Background: an optimization exercise with open tools, aiming at a short achievable clock period and few clock cycles per item. Do not read the settings as production practice.
Only simulation tests tie the RTL to the original design; equivalence was not proved.
Power figures rest on the tool's default switching activity, not on a simulated workload.

### flow/config.mk
export PLATFORM = sky130hd
export DESIGN_NAME = sysc_verilog_top
export DESIGN_NICKNAME = sysc_verilog_top
export VERILOG_FILES = /design/flow/design.v
export SDC_FILE = /design/flow/constraint.sdc
export NUM_CORES = 4
export LEC_CHECK = 0
export ABC_CLOCK_PERIOD_IN_PS = 2000
export CAP_MARGIN = 20
export CORE_MARGIN = 2
export CORE_UTILIZATION = 40
export SETUP_SLACK_MARGIN = 2.5
export SLEW_MARGIN = 20
### flow/constraint.sdc
create_clock -name core_clock -period 4.5 [get_ports {clk}]
set_input_delay 0.9000 -clock core_clock [delete_from_list [all_inputs] [get_ports {clk}]]
set_output_delay 0.9000 -clock core_clock [all_outputs]
set_load 0.01 [all_outputs]
### flow/design.v
`timescale 1ps / 1fs
module sysc_verilog_top
(
    input  wire                   clk,
    input  wire                   rst_n,
    input  wire [7:0]             s_axi_awid,
    input  wire [7:0]             s_axi_awaddr,
    input  wire [7:0]             s_axi_awlen,
    input  wire [2:0]             s_axi_awsize,
    input  wire [1:0]             s_axi_awburst,
    input  wire                   s_axi_awlock,
    input  wire [3:0]             s_axi_awcache,
    input  wire [2:0]             s_axi_awprot,
    input  wire                   s_axi_awvalid,
    output wire                   s_axi_awready,
    input  wire [31:0]            s_axi_wdata,
    input  wire [3:0]             s_axi_wstrb,
    input  wire                   s_axi_wlast,
    input  wire                   s_axi_wvalid,
    output wire                   s_axi_wready,
    output wire [7:0]             s_axi_bid,
    output wire [1:0]             s_axi_bresp,
    output wire                   s_axi_bvalid,
    input  wire                   s_axi_bready,
    input  wire [7:0]             s_axi_arid,
    input  wire [7:0]             s_axi_araddr,
    input  wire [7:0]             s_axi_arlen,
    input  wire [2:0]             s_axi_arsize,
    input  wire [1:0]             s_axi_arburst,
    input  wire                   s_axi_arlock,
    input  wire [3:0]             s_axi_arcache,
    input  wire [2:0]             s_axi_arprot,
    input  wire                   s_axi_arvalid,
    output wire                   s_axi_arready,
    output wire [7:0]             s_axi_rid,
    output wire [31:0]            s_axi_rdata,
    output wire [1:0]             s_axi_rresp,
    output wire                   s_axi_rlast,
    output wire                   s_axi_rvalid,
    input  wire                   s_axi_rready
);
integer i, j;
function [2:0] step_of(input [2:0] size, input [1:0] burst);
    if (burst == 2'b00)
        step_of = 3'd0;
    else if (size == 3'd0)
        step_of = 3'd1;
    else if (size == 3'd1)
        step_of = 3'd2;
    else
        step_of = 3'd4;
endfunction
function [3:0] occ_next(input [3:0] occ, input push, input pop);
    reg [3:0] o;
    begin
        o = pop ? {1'b0, occ[3:1]} : occ;
        occ_next = push ? {o[2:0], 1'b1} : o;
    end
endfunction
function [3:0] rot(input [3:0] p, input adv);
    rot = adv ? {p[2:0], p[3]} : p;
endfunction
reg [31:0] mem [0:63];
reg [27:0] awq [0:3];
reg [3:0]  awq_wp, awq_rp, awq_occ;
reg        awready_reg;
reg       cw_valid;
reg [7:0] cw_id;
reg [7:0] cw_addr;
reg [7:0] cw_cnt;            
reg       cw_last;           
reg [2:0] cw_step;
reg [7:0] cw_hi;             
reg [7:0] cw_lo;             
reg [35:0] wq [0:3];
reg [3:0]  wq_wp, wq_rp, wq_occ;
reg        wready_reg;
reg [3:0]  wb_en [0:63];
reg [31:0] wb_data;
reg [7:0] bq [0:3];
reg [3:0] bq_wp, bq_rp, bq_occ;
reg [7:0] bo_id;
reg       bo_valid;
wire aw_hs = s_axi_awvalid & awready_reg;
wire w_hs  = s_axi_wvalid & wready_reg;
wire b_pop = bo_valid & s_axi_bready;
wire w_fire  = cw_valid & wq_occ[0] & (!cw_last | !bq_occ[3]);
wire cw_free = !cw_valid | (w_fire & cw_last);
wire awq_pop  = cw_free & awq_occ[0];
wire awq_push = aw_hs & !(cw_free & !awq_occ[0]);
wire b_push   = w_fire & cw_last;
wire [3:0] awq_occ_n = occ_next(awq_occ, awq_push, awq_pop);
wire [3:0] wq_occ_n  = occ_next(wq_occ, w_hs, w_fire);
wire [3:0] bq_occ_n  = occ_next(bq_occ, b_push, b_pop);
wire [3:0] bq_rp_n   = rot(bq_rp, b_pop);
reg [27:0] awq_head;
reg [35:0] wq_head;
reg [7:0]  bq_next;          
always @* begin
    awq_head = 28'd0;
    wq_head  = 36'd0;
    bq_next  = 8'd0;
    for (i = 0; i < 4; i = i + 1) begin
        awq_head = awq_head | (awq[i] & {28{awq_rp[i]}});
        wq_head  = wq_head  | (wq[i]  & {36{wq_rp[i]}});
        bq_next  = bq_next  | (bq[i]  & {8{bq_rp_n[i]}});
    end
end
wire [27:0] aw_in = {s_axi_awlen == 8'd0, step_of(s_axi_awsize, s_axi_awburst),
                     s_axi_awlen, s_axi_awaddr, s_axi_awid};
reg [7:0] cw_addr_n;
always @* begin
    if (cw_free)
        cw_addr_n = awq_occ[0] ? awq_head[15:8] : s_axi_awaddr;
    else
        cw_addr_n = cw_addr + {5'd0, cw_step};
end
always @(posedge clk) begin
    for (i = 0; i < 4; i = i + 1)
        if (awq_push && awq_wp[i])
            awq[i] <= aw_in;
    awq_wp  <= rot(awq_wp, awq_push);
    awq_rp  <= rot(awq_rp, awq_pop);
    awq_occ <= awq_occ_n;
    awready_reg <= !awq_occ_n[3];
    if (cw_free) begin
        if (awq_occ[0] || aw_hs) begin
            cw_valid <= 1'b1;
            {cw_last, cw_step, cw_cnt, cw_id} <= awq_occ[0] ?
                {awq_head[27:16], awq_head[7:0]} : {aw_in[27:16], aw_in[7:0]};
            cw_addr  <= cw_addr_n;
            cw_hi    <= 8'd1 << cw_addr_n[7:5];
            cw_lo    <= 8'd1 << cw_addr_n[4:2];
        end else begin
            cw_valid <= 1'b0;
        end
    end else if (w_fire) begin
        cw_addr <= cw_addr_n;
        cw_hi   <= 8'd1 << cw_addr_n[7:5];
        cw_lo   <= 8'd1 << cw_addr_n[4:2];
        cw_cnt  <= cw_cnt - 8'd1;
        cw_last <= (cw_cnt == 8'd1);
    end
    for (i = 0; i < 4; i = i + 1)
        if (w_hs && wq_wp[i])
            wq[i] <= {s_axi_wstrb, s_axi_wdata};
    wq_wp  <= rot(wq_wp, w_hs);
    wq_rp  <= rot(wq_rp, w_fire);
    wq_occ <= wq_occ_n;
    wready_reg <= !wq_occ_n[3];
    for (i = 0; i < 64; i = i + 1)
        wb_en[i] <= (w_fire && cw_hi[i/8] && cw_lo[i%8]) ? wq_head[35:32] : 4'b0000;
    wb_data <= wq_head[31:0];
    for (i = 0; i < 4; i = i + 1)
        if (b_push && bq_wp[i])
            bq[i] <= cw_id;
    bq_wp  <= rot(bq_wp, b_push);
    bq_rp  <= bq_rp_n;
    bq_occ <= bq_occ_n;
    bo_valid <= bq_occ_n[0];
    bo_id    <= (b_push && !(b_pop ? bq_occ[1] : bq_occ[0])) ? cw_id : bq_next;
    if (!rst_n) begin
        awq_wp <= 4'b0001;
        awq_rp <= 4'b0001;
        awq_occ <= 4'b0000;
        awready_reg <= 1'b0;
        cw_valid <= 1'b0;
        wq_wp <= 4'b0001;
        wq_rp <= 4'b0001;
        wq_occ <= 4'b0000;
        wready_reg <= 1'b0;
        for (i = 0; i < 64; i = i + 1)
            wb_en[i] <= 4'b0000;
        bq_wp <= 4'b0001;
        bq_rp <= 4'b0001;
        bq_occ <= 4'b0000;
        bo_valid <= 1'b0;
    end
end
always @(posedge clk) begin
    for (i = 0; i < 64; i = i + 1)
        for (j = 0; j < 4; j = j + 1)
            if (wb_en[i][j])
                mem[i][8*j +: 8] <= wb_data[8*j +: 8];
end
assign s_axi_awready = awready_reg;
assign s_axi_wready  = wready_reg;
assign s_axi_bvalid  = bo_valid;
assign s_axi_bid     = bo_id;
assign s_axi_bresp   = 2'b00;
reg [27:0] arq [0:3];
reg [3:0]  arq_wp, arq_rp, arq_occ;
reg        arready_reg;
reg       cr_valid;
reg [7:0] cr_id;
reg [7:0] cr_addr;
reg [7:0] cr_cnt;
reg       cr_last;
reg [2:0] cr_step;
reg [7:0] cr_lo;             
reg        s1_valid;
reg [7:0]  s1_sel;           
reg [7:0]  s1_id;
reg        s1_last;
reg [31:0] s1_data [0:7];
reg [40:0] rq [0:3];
reg [3:0]  rq_wp, rq_rp, rq_occ;
reg [40:0] ro;
reg        ro_valid;
reg [3:0]  r_cred;           
wire ar_hs = s_axi_arvalid & arready_reg;
wire r_pop = ro_valid & s_axi_rready;
wire r_fire  = cr_valid & !r_cred[3];
wire cr_free = !cr_valid | (r_fire & cr_last);
wire arq_pop  = cr_free & arq_occ[0];
wire arq_push = ar_hs & !(cr_free & !arq_occ[0]);
wire [3:0] arq_occ_n = occ_next(arq_occ, arq_push, arq_pop);
wire [3:0] rq_occ_n  = occ_next(rq_occ, s1_valid, r_pop);
wire [3:0] rq_rp_n   = rot(rq_rp, r_pop);
wire [27:0] ar_in = {s_axi_arlen == 8'd0, step_of(s_axi_arsize, s_axi_arburst),
                     s_axi_arlen, s_axi_araddr, s_axi_arid};
reg [31:0] s1_mux [0:7];
reg [31:0] s2_data;
reg [27:0] arq_head;
reg [40:0] rq_next;          
always @* begin
    for (i = 0; i < 8; i = i + 1) begin
        s1_mux[i] = 32'd0;
        for (j = 0; j < 8; j = j + 1)
            s1_mux[i] = s1_mux[i] | (mem[8*i + j] & {32{cr_lo[j]}});
    end
    s2_data = 32'd0;
    for (j = 0; j < 8; j = j + 1)
        s2_data = s2_data | (s1_data[j] & {32{s1_sel[j]}});
    arq_head = 28'd0;
    rq_next  = 41'd0;
    for (i = 0; i < 4; i = i + 1) begin
        arq_head = arq_head | (arq[i] & {28{arq_rp[i]}});
        rq_next  = rq_next  | (rq[i]  & {41{rq_rp_n[i]}});
    end
end
reg [7:0] cr_addr_n;
always @* begin
    if (cr_free)
        cr_addr_n = arq_occ[0] ? arq_head[15:8] : s_axi_araddr;
    else
        cr_addr_n = cr_addr + {5'd0, cr_step};
end
always @(posedge clk) begin
    for (i = 0; i < 4; i = i + 1)
        if (arq_push && arq_wp[i])
            arq[i] <= ar_in;
    arq_wp  <= rot(arq_wp, arq_push);
    arq_rp  <= rot(arq_rp, arq_pop);
    arq_occ <= arq_occ_n;
    arready_reg <= !arq_occ_n[3];
    if (cr_free) begin
        if (arq_occ[0] || ar_hs) begin
            cr_valid <= 1'b1;
            {cr_last, cr_step, cr_cnt, cr_id} <= arq_occ[0] ?
                {arq_head[27:16], arq_head[7:0]} : {ar_in[27:16], ar_in[7:0]};
            cr_addr  <= cr_addr_n;
            cr_lo    <= 8'd1 << cr_addr_n[4:2];
        end else begin
            cr_valid <= 1'b0;
        end
    end else if (r_fire) begin
        cr_addr <= cr_addr_n;
        cr_lo   <= 8'd1 << cr_addr_n[4:2];
        cr_cnt  <= cr_cnt - 8'd1;
        cr_last <= (cr_cnt == 8'd1);
    end
    s1_valid <= r_fire;
    s1_sel   <= 8'd1 << cr_addr[7:5];
    s1_id    <= cr_id;
    s1_last  <= cr_last;
    for (i = 0; i < 8; i = i + 1)
        s1_data[i] <= s1_mux[i];
    r_cred <= occ_next(r_cred, r_fire, r_pop);
    for (i = 0; i < 4; i = i + 1)
        if (s1_valid && rq_wp[i])
            rq[i] <= {s1_last, s1_id, s2_data};
    rq_wp  <= rot(rq_wp, s1_valid);
    rq_rp  <= rq_rp_n;
    rq_occ <= rq_occ_n;
    ro_valid <= rq_occ_n[0];
    ro       <= (s1_valid && !(r_pop ? rq_occ[1] : rq_occ[0])) ?
                {s1_last, s1_id, s2_data} : rq_next;
    if (!rst_n) begin
        arq_wp <= 4'b0001;
        arq_rp <= 4'b0001;
        arq_occ <= 4'b0000;
        arready_reg <= 1'b0;
        cr_valid <= 1'b0;
        s1_valid <= 1'b0;
        r_cred <= 4'b0000;
        rq_wp <= 4'b0001;
        rq_rp <= 4'b0001;
        rq_occ <= 4'b0000;
        ro_valid <= 1'b0;
    end
end
assign s_axi_arready = arready_reg;
assign s_axi_rvalid  = ro_valid;
assign s_axi_rid     = ro[39:32];
assign s_axi_rdata   = ro[31:0];
assign s_axi_rlast   = ro[40];
assign s_axi_rresp   = 2'b00;
endmodule
### flow/run.sh
#!/bin/bash
# synth_recipe.tcl (not shown) runs the flow's synth.tcl, then flattens the netlist and writes it again
# the make line also repeats each setting of config.mk as NAME=value (left out here)
make -C /OpenROAD-flow-scripts/flow DESIGN_CONFIG=/design/flow/config.mk WORK_HOME=/design/flow/orfs CLKGATE_MAP_FILE= SYNTH_SCRIPT=/design/flow/synth_recipe.tcl finish
==> out/results.ini, run 1 <==
[run_status]
status = complete, but fails checks
so.violations = antenna violations

[cts]
cts-root-buf = clkbuf_16
numCtsBuffers = 337
clk_latency_ns = 0.94
clkTransAtPathRegs_ns = 0.06
cts_tree = yes
cts_hold_buf = 0
clock-sinks = 3372
clockBufferDepth = 4
h-tree-depth = 5

[yosys]
netlist_area_um2 = 114000
ys_seq_area_frac = 0.828
ys_ff_latch = 3372
synth-edff-count = 2692
syn_area_per_cell_um2 = 17.6
syn_inst = 6493
ys_types = 70
async_reset_ff_frac = 0
ys_dominant_reg_cell = edfxtp_1
yosysWarnings = 10

[min_path]
hold_path_class = flop to flop

[sta]
hold_viol = 0
skew_ns = 0.0662
rsz0062_at_grt = true
worst_slew_pin_slew_ns = 1.05
relSlewSlack = 0.299
fmax_mhz = 432
tns_ns = 0
timing.hold.ws_ns = 0.328
period_share = 0.514
layout_min_cycle_time_ns = 2.31
setup_viol = 0
drv_slew = 0

[detailed_routing]
dr.pass1.iters = 6
drtIter0Drc = 7422
num_vias = 62500
wl_um = 310000
wl_per_cell_um = 28.6
viasPerCell = 5.77
drcViolationCount = 0
ant_nets = 1

[finish]
nNetsFinal = 6921
drive_gt1_frac = 0.145
layout.cells.most_common_list = edfxtp_1, a22oi_1, dfxtp_1, nor2_1, clkbuf_16
largest-register = mem
layout_commonest_cell = edfxtp_1
top_regs = mem: 2048 flops, s1_data: 256 flops, wb_en: 256 flops
nFillCells = 23600
largest_register_ffs = 2048
areaGrowthSynthToFinish_pct = 16.2

[grt]
gr-total-overflow = 0
grt_max_degree = 129
grt_pass1_vias = 60500
grt_use_total = 0.208
grt_first_pass_wirelength_um = 437000
antenna_found_initial = 18

[floorplan]
start_util = 0.401
ios = 176
coreArea_um2 = 284000
die_w_um = 538
die_y_um = 538
placementRows = 196
fp.dieArea_um2 = 289000

[power]
swShare = 0.212
clkPwrFrac = 0.423
ir_drop_mv = 0.421
p_leak_nw = 43.1
combinationalPowerShare = 0.043
p_switching_mw = 13.7
internal-power_mw = 51.0
power_frac_seq = 0.534
power_density_nw_per_um2 = 489

[worst_setup_path]
worstSetupPathType = flop to output port
path_max_fanout = 1
setup.worst_path.start_class = flop
worstSetupEndpointType = output port
critPathBufInv = 1
critPathTopFamily = flip-flops
r2r_slack_ns = 2.39
critical_path_arrival_ns = 1.41
crit_chain = buf_6
max_stage_delay_ns = 0.36
cp_data_required_time_ns = 3.60
critical_path.slowest_cell = dfxtp_4

[placed_design]
port_buffers = 154
gp_congestion = 0.824
dp_hpwl_um = 175000

[run]
cap_violations = 0

==> cell families after synthesis <==
logic type	after synthesis	synth area share
AOI/OAI and AO/OA	1645	0.107
DFF	3372	0.828
other	1	0.0000329
and+or+nand+nor	983	0.0428
xor gates and xnor gates	29	0.00223
muxes	29	0.00263
buffers and inverters	422	0.0156
adders and majority gates	12	0.00145
==> timing repair <==
action | in CTS | in global routing
setup buffers | 55 | 20
cloned | 15 | 7
endpoints found under the setup margin | 827 | 439
pin swaps | 53 | 22
endpoints found under the hold margin | 0 | 0
gates resized for setup | 499 | 77
==> power by group through the flow <==
stage	combinational, mW	clock (mW)	sequential (mW)
detailed placement	2.57	0	35.2
global route	2.97	29.0	34.6
floorplan	1.28	0	35.0
CTS	2.74	27.7	34.6
finish	2.81	27.4	34.6
global placement	2.53	0	35.2
==> worst paths after layout <==
check	endpoint	cells after the start	startpoint
max	s_axi_rdata[10]	1	ro[10]
min	s1_id[6]	0	cr_id[6]
max reg2reg	cw_hi[7]	9	cw_step[0]
min reg2reg	s1_id[6]	0	cr_id[6]
==> layout make-up <==
class | count | area, um2 | area share
antenna | 16 | 40.0 | 0.000302
clock buffer | 471 | 9490 | 0.0716
clock inverter | 132 | 1290 | 0.00975
inverter | 26 | 105 | 0.000793
multi-input combinational | 2724 | 18900 | 0.142
sequential | 3372 | 94700 | 0.715
tap | 3762 | 4710 | 0.0355
timing repair buffer | 330 | 3330 | 0.0251
==> cells in the mapped netlist (all sizes together), types with 7 or more instances <==
library cell,instances,area share
edfxtp,2692,0.71
a22oi,1423,0.094
dfxtp,680,0.12
nor2,391,0.013
clkbuf,307,0.010
nand4,290,0.016
nand2,143,0.0054
buf,89,0.0046
a31oi,72,0.0039
nand3,43,0.0019
and2,41,0.0023
a21oi,39,0.0018
o21ai,38,0.0017
o211ai,28,0.0018
inv,24,0.00079
nor3,24,0.0011
mux2i,21,0.0018
xnor2,19,0.0015
and3,17,0.00093
ha,10,0.0011
xor2,10,0.00077
mux2,8,0.00079
o22ai,7,0.00038
==> per-stage QoR <==
stage / util / area [um2] / instances / worst slack, ns / power (mW)
floorplan: - / 114000 / 6496 / 2.34 / 36.3
global placement: 0.421 / 120000 / 10100 / 1.01 / 37.7
detailed placement: 0.421 / 120000 / 10100 / 0.942 / 37.8
CTS: 0.463 / 132000 / 10800 / 1.90 / 65.0
global route: 0.466 / 132000 / 10800 / 2.13 / 66.5
finish: 0.466 / 132000 / 10800 / 2.19 / 64.8
==> routing by layer <==
layer  up-vias  share of wire  global-route usage
met5         -        0.00074             0.00280
met4        12          0.034              0.0702
met3       518          0.090              0.0485
met2      2822           0.47               0.325
met1     32400           0.41               0.287
li1      26800              -                   -
Testbench counts, summed over its fixed seeds: cycles 4,393, items 8,352.
==> run 2, diff against run 1 <==
--- a/flow/config.mk
+++ b/flow/config.mk
@@ -11,3 +11,4 @@
 export CORE_UTILIZATION = 40
 export SETUP_SLACK_MARGIN = 2.5
 export SLEW_MARGIN = 20
+export TNS_END_PERCENT = 100
==> run 2 against run 1 <==
Still fails the layout checks on antenna violations. Final cell count unchanged. Sequential share of layout area stayed put. Synthesized cell count unchanged. Core utilization did not move. First-iteration DRC count stayed put. Total power is the same. Synthesized area unchanged. Die area unchanged. Fmax is the same. Largest cell class unchanged. Largest power group unchanged.
==> out/results.ini, run 2 <==
[run_status]
status = complete, but fails checks
so.violations = antenna violations

[finish]
nFillCells = 23600  ; unchanged
largest_register_ffs = 2048  ; unchanged
nNetsFinal = 6921  ; unchanged
top_regs = mem: 2048 flops, s1_data: 256 flops, wb_en: 256 flops
layout.cells.most_common_list = edfxtp_1, a22oi_1, dfxtp_1, nor2_1, clkbuf_16
areaGrowthSynthToFinish_pct = 16.2  ; unchanged
drive_gt1_frac = 0.145  ; unchanged
layout.area.seq_um2 = 94700  ; unchanged
layout_commonest_cell = edfxtp_1
fin_area_um2 = 132000  ; unchanged
utilization = 0.466  ; unchanged
multiInputGateArea_um2 = 18900  ; unchanged
largest-register = mem
final_cells = 10800  ; unchanged

[sta]
fmax_mhz = 432  ; unchanged
layout_min_cycle_time_ns = 2.31  ; unchanged
tns_ns = 0  ; unchanged
relSlewSlack = 0.299  ; unchanged
period_share = 0.514  ; unchanged
setup_viol = 0  ; unchanged
rsz0062_at_grt = true
worst_slew_pin_slew_ns = 1.05  ; unchanged
hold_viol = 0  ; unchanged
drv_slew = 0  ; unchanged
skew_ns = 0.0662  ; unchanged
timing.hold.ws_ns = 0.328  ; unchanged

[placed_design]
gp_congestion = 0.824  ; unchanged
place_area_um2 = 120000  ; unchanged
dp.cells = 10100  ; unchanged
port_buffers = 154  ; unchanged
dp_hpwl_um = 175000  ; unchanged

[worst_setup_path]
critPathBufInv = 1  ; unchanged
crit_chain = buf_6
max_stage_delay_ns = 0.36  ; about the same
worstSetupPathType = flop to output port
critical_path.slowest_cell = dfxtp_4
critical_path_arrival_ns = 1.41  ; about the same
critPathTopFamily = flip-flops
worstSetupEndpointType = output port
path_max_fanout = 1  ; unchanged
setup.worst_path.start_class = flop
cp_data_required_time_ns = 3.60  ; about the same

[yosys]
synth_top_area_frac = 0.709  ; unchanged
synth-edff-count = 2692  ; unchanged
yosysWarnings = 10  ; unchanged
synth_most_common_cell = edfxtp_1
syn_area_per_cell_um2 = 17.6  ; unchanged
synth_largest_area_cell = edfxtp_1
synth_top_cells_by_count = edfxtp_1, a22oi_1, dfxtp_1
ys_types = 70  ; unchanged
async_reset_ff_frac = 0  ; unchanged
ys_dominant_reg_cell = edfxtp_1
synth.area.top_cells = edfxtp_1, dfxtp_1, a22oi_1
ys_seq_area_frac = 0.828  ; unchanged
ys_ff_latch = 3372  ; unchanged
netlist_area_um2 = 114000  ; unchanged
syn_inst = 6493  ; unchanged

[cts]
numCtsBuffers = 337  ; unchanged
cts_tree = yes
clockBufferDepth = 4  ; unchanged
cts_hold_buf = 0  ; unchanged
clock-sinks = 3372  ; unchanged
cts-root-buf = clkbuf_16
clk_latency_ns = 0.94  ; about the same
clkTransAtPathRegs_ns = 0.06  ; about the same
h-tree-depth = 5  ; unchanged

[grt]
antenna_found_initial = 18  ; unchanged
grt_pass1_vias = 60500  ; unchanged
grt_use_total = 0.208  ; unchanged
grt_max_degree = 129  ; unchanged
grt_first_pass_wirelength_um = 437000  ; unchanged
gr-total-overflow = 0  ; unchanged

[floorplan]
placementRows = 196  ; unchanged
die_y_um = 538  ; unchanged
fp.dieArea_um2 = 289000  ; unchanged
start_util = 0.401  ; unchanged
coreArea_um2 = 284000  ; unchanged
die_w_um = 538  ; unchanged
ios = 176  ; unchanged

[detailed_routing]
dr.pass1.iters = 6  ; unchanged
drcViolationCount = 0  ; unchanged
wl_um = 310000  ; unchanged
ant_nets = 1  ; unchanged
viasPerCell = 5.77  ; unchanged
wl_per_cell_um = 28.6  ; unchanged
drtIter0Drc = 7422  ; unchanged
num_vias = 62500  ; unchanged

[run]
cap_violations = 0  ; unchanged

[power]
ir_drop_mv = 0.421  ; unchanged
p_leak_nw = 43.1  ; unchanged
power_density_nw_per_um2 = 489  ; unchanged

[min_path]
hold_path_class = flop to flop

## run 2: path summary, 6_finish.rpt
| kind | start | to | slack, ns | cells after the start |
|---|---|---|---|---|
| setup / recovery | ro[10] | s_axi_rdata[10] | 2.19 | 1 |
| hold / removal | cr_id[6] | s1_id[6] | 0.33 | 0 |
| setup reg to reg | cw_step[0] | cw_hi[7] | 2.39 | 9 |
| hold reg to reg | cr_id[6] | s1_id[6] | 0.33 | 0 |
## run 2: cell families after synthesis
| group | Yosys count | share of synthesized area |
|---|---|---|
| flip-flops | 3372 | 0.828 |
| AO/OA/AOI/OAI | 1645 | 0.107 |
| AND/OR/NAND/NOR | 983 | 0.0428 |
| buffers and inverters | 422 | 0.0156 |
| XOR/XNOR | 29 | 0.00223 |
| multiplexers | 29 | 0.00263 |
| adder cells (fa/ha/maj) | 12 | 0.00145 |
| other | 1 | 0.0000329 |
## run 2: where the power goes
part / switching (mW) / internal (mW) / total, mW
registers: 0.473 / 34.1 / 34.6
logic: 1.93 / 0.882 / 2.81
clock network: 11.3 / 16.1 / 27.4
total: 13.7 / 51.0 / 64.8
## run 2: through the flow
stage               total power, mW  setup WS [ns]
finish                         64.8           2.19
CTS                            65.0           1.90
floorplan                      36.3           2.34
global route                   66.5           2.13
detailed placement             37.8          0.942
global placement               37.7           1.01
## run 2: area by class of cell
| type | count | share of cell area |
|---|---|---|
| Antenna cell | 16 | 0.000302 |
| Clock buffer | 471 | 0.0716 |
| Clock inverter | 132 | 0.00975 |
| Inverter | 26 | 0.000793 |
| Multi-Input combinational cell | 2724 | 0.142 |
| Sequential cell | 3372 | 0.715 |
| Tap cell | 3762 | 0.0355 |
| Timing Repair Buffer | 330 | 0.0251 |
## run 2: routing by layer
metal	wire length [um]	vias up	global-route usage	part of all wire
met3	27800	518	0.0485	0.090
met2	145000	2822	0.325	0.47
met5	230	-	0.00280	0.00074
met4	10500	12	0.0702	0.034
li1	-	26800	-	-
met1	126000	32400	0.287	0.41
## run 2: what timing repair did
item | in CTS | in global routing
setup endpoints to repair | 827 | 439
resized for setup | 499 | 77
pin swaps | 53 | 22
cloned | 15 | 7
buffers inserted | 55 | 20
==> run 3, diff against run 2 <==
--- a/flow/config.mk
+++ b/flow/config.mk
@@ -8,7 +8,6 @@
 export ABC_CLOCK_PERIOD_IN_PS = 2000
 export CAP_MARGIN = 20
 export CORE_MARGIN = 2
-export CORE_UTILIZATION = 40
+export CORE_UTILIZATION = 45
 export SETUP_SLACK_MARGIN = 2.5
 export SLEW_MARGIN = 20
-export TNS_END_PERCENT = 100
==> run 3 against run 2 <==
The run now finishes clean. Critical path depth is the same. Via count shrank 0.20%. Total power is 0.88% higher. Critical endpoint is now s_axi_awready. Largest power group unchanged.
==> out/results.ini, run 3 <==
[worst_setup_path]
setup.worst_path.start_class = flop
r2r_cells = 9  ; unchanged
r2r_slack_ns = 2.33  ; -0.06 ns
path_max_fanout = 2  ; +1
worstSetupPathType = flop to output port
max_stage_delay_ns = 0.35  ; about the same
r2r_start = cw_step[0]
critical_path.slowest_cell = dfxtp_4
critical_path_arrival_ns = 1.40  ; about the same
critPathTopFamily = flip-flops
r2r-end = cw_hi[6]
cp_data_required_time_ns = 3.60  ; about the same
worstSetupEndpointType = output port
critPathBufInv = 1  ; unchanged
crit_chain = buf_6

[placed_design]
port_buffers = 154  ; unchanged
dp_hpwl_um = 171000  ; -2.1%
gp_congestion = 0.855  ; +3.7%

[sta]
tns_ns = 0  ; unchanged
relSlewSlack = 0.323  ; +0.0247
fmax_mhz = 436  ; +0.78%
drv_slew = 0  ; unchanged
period_share = 0.510  ; -0.00400
rsz0062_at_grt = true
hold_viol = 0  ; unchanged
setup_viol = 0  ; unchanged
layout_min_cycle_time_ns = 2.30  ; -0.0180 ns
skew_ns = 0.0613  ; -0.00489 ns
worst_slew_pin_slew_ns = 1.01  ; -0.0370 ns

[run_status]
status = complete, no violations

[detailed_routing]
ant_nets = 0  ; -1
wl_um = 303000  ; -2.1%
dr.pass1.iters = 6  ; unchanged
viasPerCell = 5.99  ; +3.8%
drtIter0Drc = 7222  ; -2.7%
num_vias = 62400  ; -0.20%
wl_per_cell_um = 29.1  ; +1.9%
drcViolationCount = 0  ; unchanged

[cts]
clockBufferDepth = 4  ; unchanged
numCtsBuffers = 339  ; +0.59%
cts_tree = yes
cts-root-buf = clkbuf_16
clk_latency_ns = 0.95  ; about the same
h-tree-depth = 5  ; unchanged
clock-sinks = 3372  ; unchanged
clkTransAtPathRegs_ns = 0.06  ; about the same

[finish]
drive_gt1_frac = 0.148  ; +0.00269
layout_commonest_cell = edfxtp_1
largest_register_ffs = 2048  ; unchanged
nFillCells = 19900  ; -16%
nNetsFinal = 6926  ; +0.072%
top_regs = mem: 2048 flops, s1_data: 256 flops, wb_en: 256 flops
areaGrowthSynthToFinish_pct = 15.9
layout.cells.most_common_list = edfxtp_1, a22oi_1, dfxtp_1, nor2_1, clkbuf_16
largest-register = mem

[min_path]
holdPathEnd = s1_id[3]
min_from = cr_id[3]
hold_path_class = flop to flop
hold_path_depth = 0  ; unchanged

[yosys]
synth_top_cells_by_count = edfxtp_1, a22oi_1, dfxtp_1
synth_largest_area_cell = edfxtp_1
ys_ff_latch = 3372  ; unchanged
ys_types = 70  ; unchanged
yosysWarnings = 10  ; unchanged
async_reset_ff_frac = 0  ; unchanged
synth-edff-count = 2692  ; unchanged
synth.area.top_cells = edfxtp_1, dfxtp_1, a22oi_1
netlist_area_um2 = 114000  ; unchanged
syn_inst = 6493  ; unchanged
synth_most_common_cell = edfxtp_1
syn_area_per_cell_um2 = 17.6  ; unchanged
synth_top_area_frac = 0.709  ; unchanged
ys_dominant_reg_cell = edfxtp_1
ys_seq_area_frac = 0.828  ; unchanged

[grt]
grt_pass1_vias = 60600  ; +0.089%
grt_first_pass_wirelength_um = 430000  ; -1.5%
grt_max_degree = 119  ; -7.8%
gr-total-overflow = 0  ; unchanged
antenna_found_initial = 20  ; +2
grt_use_total = 0.230  ; +0.0213

[floorplan]
coreArea_um2 = 252000  ; -12%
start_util = 0.453  ; +0.0523
ios = 176  ; unchanged
die_w_um = 507  ; -5.7%
die_y_um = 507  ; -5.7%
placementRows = 184  ; -6.1%
fp.dieArea_um2 = 257000  ; -11%

[power]
p_leak_nw = 43.1  ; about the same
ir_drop_mv = 0.315  ; -25%
power_mw = 65.3  ; +0.88%
power_density_nw_per_um2 = 494  ; +1.1%

[run]
cap_violations = 0  ; unchanged

run 3: cell count changes in the layout (fill, tap and decap cells not counted), moves of 9 or more:
cell,delta
nand2_2,+19
buf_12,+9
clkbuf_1,-12
clkbuf_16,+9
nand2_4,-11
diode_2,-11
and2_4,-10
run 3: timing repair:
action | in CTS | in global routing
endpoints found under the setup margin | 883 | 241
pin swaps | 51 | 18
gates cloned | 11 | 2
endpoints found under the hold margin | 0 | 0
resized for setup | 448 | 81
hold buffers | 0 | 0
buffers inserted | 76 | 8
run 3: per-layer routing:
metal,GRT usage,wire length [um]
met1,0.316,123000
met2,0.363,142000
met3,0.0543,27900
met4,0.0728,9510
met5,0,277
run 3: kinds of logic (layout without fill, tap and decap cells):
group,after synthesis,count (layout),share of synthesized area
flops,3372,3372,0.828
compound gates,1645,1647,0.107
simple gates,983,993,0.0428
buf+inv,422,976,0.0156
xor+xnor,29,29,0.00223
mux,29,29,0.00263
fa+ha+maj,12,12,0.00145
other cells,1,9,0.0000329
run 3: how the worst max path moves through the flow:
stage,slack [ns],depth (start not counted),startpoint,end
after floorplan,2.34,4,s_axi_awvalid,cw_addr[0]
after global placement,1.15,6,s_axi_rready,ro[38]
after detailed placement,1.12,6,s_axi_rready,ro[38]
after CTS,2.02,1,rq_occ[0],s_axi_rvalid
after global routing,2.14,1,arready_reg,s_axi_arready
final,2.20,1,awready_reg,s_axi_awready
run 3: area by class of cell:
class	count	area (um2)	area share
Antenna cell	5	12.5	0.0000946
Clock buffer	471	9700	0.0734
Clock inverter	136	1380	0.0104
Inverter	26	100	0.000757
Multi-Input combinational cell	2714	18600	0.141
Sequential cell	3372	94700	0.716
Tap cell	3348	4190	0.0317
Timing Repair Buffer	343	3530	0.0267
run 3: metrics by stage:
step	std cells	setup WS (ns)	area [um2]	hold WS, ns	util
4_1_cts	10400	2.02	132000	0.342	0.523
5_1_grt	10400	2.14	132000	0.345	0.525
3_5_place_dp	9706	1.12	119000	0.327	0.474
3_3_place_gp	9705	1.15	119000	0.324	0.474
6_report	10400	2.20	132000	0.340	0.525
2_1_floorplan	6496	2.34	114000	0.323	-
run 3: where the power goes:
part / internal, mW / total, mW / leakage (nW) / switching, mW
Combinational: 0.903 / 2.82 / 7.85 / 1.92
Sequential: 34.1 / 34.5 / 29.8 / 0.457
Clock: 16.6 / 28.0 / 5.46 / 11.4
Total: 51.5 / 65.3 / 43.1 / 13.8

==> afterwards: timing with drivers on the ports <==
Ports are ideal in the flow. The routed layouts listed here were re-timed in OpenROAD. Step 1: set_driving_cell puts a clkbuf_16 on clk and a buf_2 on each other input, an assumption about the parent block. Step 2 moves the port delays by t, midway between the first and last clock arrival at a register: inputs arrive t later, outputs are due t later. That takes back most of the time a late clock gives input paths. a / b / c = no drivers / after step 1 / after step 2; a / b = the first two.
| run | t (ns) | setup slack, ns | worst hold slack (ns) | latest minus earliest clock arrival (ns) | pins driven straight from the clock port |
|---|---|---|---|---|---|
| run 1 | 1.018 | 2.186 / 2.083 / 1.511 | 0.328 / 0.273 / 0.328 | 0.081 / 0.081 | 1 |
| run 2 | 1.018 | 2.186 / 2.083 / 1.511 | 0.328 / 0.273 / 0.328 | 0.081 / 0.081 | 1 |
| run 3 | 1.017 | 2.204 / 2.102 / 1.663 | 0.340 / 0.340 / 0.340 | 0.066 / 0.066 | 1 |
